Context: an optimization exercise on an open-source flow, tuned for small area, a short achievable clock period and few clock cycles. The choices shown serve that exercise and are no tape-out recipe.
Only simulation tests tie the RTL to the original design; equivalence was not proved.
No activity file was given, so power comes from the tool's default toggle rates.

alpha:
==> flow/design.v (excerpt) <==
module conv_engine_array #(
    parameter int ROWS    = 4,
    parameter int COLS    = 4,
    parameter int SCALE_Q = 16
) (
    input  logic        clk,
    input  logic        rst_n,
    input  logic        start,
    input  logic [10:0] c_in,
    input  logic [10:0] c_out,
    input  logic [3:0]  kernel_size,
    output logic [12:0] patch_rd_addr,
    input  logic [COLS*8-1:0] patch_rd_data_wide,
    output logic [21:0] weight_rd_addr,
    input  logic [COLS*8-1:0] weight_rd_data_wide,
    output logic [8:0]  bias_rd_ch,
    input  logic signed [31:0] bias_rd_data,
    input  logic [15:0] scale,
    input  logic        skip_relu,
    output logic        out_valid,
    output logic [8:0]  out_ch_base,
    output logic [5:0]  out_count,
    output wire  [ROWS*8-1:0] out_data_flat,
    output wire  [ROWS*32-1:0] out_int32_flat,
    output logic        done
);
    logic [8:0]  cin_q;
    logic        k3_q;
    logic [8:0]  coutm1_q;       
    logic [15:0] scale_q;
    logic        skip_q;
    logic [10:0] lastq_q;        
    logic [1:0]  rlast_q;        
    wire  [13:0] nm1 = (k3_q ? ({cin_q, 3'b000} + {5'd0, cin_q}) : {5'd0, cin_q}) - 14'd1;
    always_ff @(posedge clk) begin
        cin_q    <= c_in[8:0];
        k3_q     <= (kernel_size == 4'd3);
        coutm1_q <= c_out[8:0] - 9'd1;
        scale_q  <= scale;
        skip_q   <= skip_relu;
        lastq_q  <= nm1[12:2];
        rlast_q  <= nm1[1:0];
    end
    logic        run;
    logic [10:0] pos;            
    logic [8:0]  och;            
    logic [21:0] waddr;
    logic [1:0]  gcnt;           
    logic        first_cyc;      
    wire f_last   = first_cyc ? (~k3_q & (cin_q <= 9'd4)) : (pos == lastq_q);
    wire f_lastch = (och == coutm1_q);
    wire f_go     = run & (~f_last | (&gcnt));    
    assign weight_rd_addr = waddr;
    assign patch_rd_addr  = {pos, 2'b00};
    always_ff @(posedge clk or negedge rst_n) begin
        if (!rst_n) begin
            run       <= 1'b0;
            first_cyc <= 1'b0;
        end else begin
            first_cyc <= start;
            if (start)
                run <= 1'b1;
  ...
Size: ~590 flip-flops, ~32000 um2 of cells after synthesis.
Settings: LEC_CHECK=0, CAP_MARGIN=20, CORE_MARGIN=2, CORE_UTILIZATION=35, PLACE_DENSITY=0.6, SLEW_MARGIN=20; clock period 13.5 ns.
standard.sh (not shown) runs the stock make flow with config.mk's settings and CLKGATE_MAP_FILE= SYNTH_SCRIPT=/design/flow/synth_recipe.tcl, a recipe that flattens the netlist after the stock synthesis.
==> flow/flow/run.sh <==
#!/bin/bash
# The standard layout (standard.sh: unchanged synthesis, floorplan, place,
# CTS, route) with these changes to how it is made:
#  - repair_timing is asked for extra setup slack, so that the achieved period
#    is pushed below the constraint;
#  - the port buffers that buffer_ports inserts are plain buffers (buf_1,
#    which repair may upsize) rather than the delay cells it picks by default;
#  - CTS inserts no dummy load cells.
set -euo pipefail
bash standard.sh SETUP_SLACK_MARGIN=9.5 \
  "BUFFER_PORTS_ARGS=-buffer_cell sky130_fd_sc_hd__buf_1" \
  "CTS_ARGS=-sink_clustering_enable -repair_clock_nets -dont_use_dummy_load" \
  finish > standard_flow.log 2>&1
Testbench counts of alpha, summed over its fixed seeds: cycles 14,425.
What beta does differently from alpha at the input level:
==> flow/flow/run.sh <==
#!/bin/bash
# The standard layout (standard.sh: unchanged synthesis, floorplan, place,
# CTS, route) with two changes to how it is made:
#  - repair_timing is asked for extra setup slack, so that the achieved period
#    is pushed below the constraint;
#  - the port buffers that buffer_ports inserts are plain buffers (buf_1,
#    which repair may upsize) rather than the delay cells it picks by default.
set -euo pipefail
bash standard.sh SETUP_SLACK_MARGIN=9.3 \
  "BUFFER_PORTS_ARGS=-buffer_cell sky130_fd_sc_hd__buf_1" finish > standard_flow.log 2>&1
Findings:
Summary: worst hold slack, beta worse than alpha
On beta: final critical path time including I/O delays and setup is 0.15 ns higher than what alpha gave.
Looking at clock network power, beta sits about 20% higher than alpha does.
beta against alpha: minimum setup slack among reg-to-reg paths now smaller, multi-input gate share of total cell area now smaller, power shows an increase of 0.23 mW, final weighted congestion in routability-driven placement shows an increase of 1.7%, post-route non-filler standard cell count went up.
Looking at start point of the critical path, the u_q.ui result is from beta; the pos[9] one comes from alpha.
Of beta and alpha, beta shows the higher share of power burned in the clock network, with alpha below it.
The following lists how gamma was set up differently from beta:
--- a/flow/flow/run.sh
+++ b/flow/flow/run.sh
@@ -7,4 +7,4 @@
 #    which repair may upsize) rather than the delay cells it picks by default.
 set -euo pipefail
-bash standard.sh SETUP_SLACK_MARGIN=9.3 \
+bash standard.sh SETUP_SLACK_MARGIN=9.7 \
   "BUFFER_PORTS_ARGS=-buffer_cell sky130_fd_sc_hd__buf_1" finish > standard_flow.log 2>&1
==> run notes <==
[compare] base=beta new=gamma: via count +535, total setup buffers inserted after CTS +68, placement-stage cell area ~0 delta. The flow did not stop early for gamma: all stages ran, and the layout cleared the timing, DRC and antenna checks.
The following lists how delta was set up differently from gamma:
--- a/flow/flow/run.sh
+++ b/flow/flow/run.sh
@@ -7,4 +7,4 @@
 #    which repair may upsize) rather than the delay cells it picks by default.
 set -euo pipefail
-bash standard.sh SETUP_SLACK_MARGIN=9.7 \
+bash standard.sh SETUP_SLACK_MARGIN=9.5 \
   "BUFFER_PORTS_ARGS=-buffer_cell sky130_fd_sc_hd__buf_1" finish > standard_flow.log 2>&1
--- outcome ---
gamma ended up with inv_1 as its most common cell after layout, fill and taps aside; delta ended up with buf_1.
Comparing gamma and delta, the higher multi-input gate area in the final layout is on gamma.
Overall power of the completed layout ended up 0.20 mW lower on delta than on gamma.
delta vs gamma: flip-flop and latch area down
delta vs. gamma: total wirelength of the detailed-routed design now smaller, final weighted congestion in routability-driven placement now smaller, length of routed met3 wiring now larger.
Relative to gamma, share of power burned in the clock network has increased by 1.2 points in delta.
The static power due to leakage number comes out lower for delta vs gamma.
Measured against each other, gamma and delta differ in combinational group share of total power, the higher figure coming from gamma.
Diff gamma -> delta | final critical-path required period | increase of 0.053 ns

[port drivers added, routing unchanged]
Ports are ideal in the flow. The routed layouts listed here were re-timed in OpenROAD. Step 1, drivers: a clkbuf_16 drives clk and a buf_2 each remaining input, both assumed. Step 2, shift: input delay + t, output delay - t, t = (earliest + latest rising clock arrival at the registers) / 2. This alone moves slack from input paths to output paths. a / b / c = ideal ports / drivers / drivers and shift; a / b = the first two.
| run | t (ns) | setup WS [ns] | worst slew at a driven data input, ns |
|---|---|---|---|
| alpha | 0.661 | 9.544 / 9.482 / 9.398 | 0.12 |
| beta | 0.671 | 9.396 / 9.396 / 9.371 | 0.13 |
| gamma | 0.681 | 9.601 / 9.544 / 9.329 | 0.12 |
| delta | 0.688 | 9.549 / 9.486 / 9.408 | 0.11 |
After both steps every run listed still meets setup and hold. For gamma, which loses most, drivers alone change the setup slack by -0.057 ns; drivers and shift together by -0.272 ns.
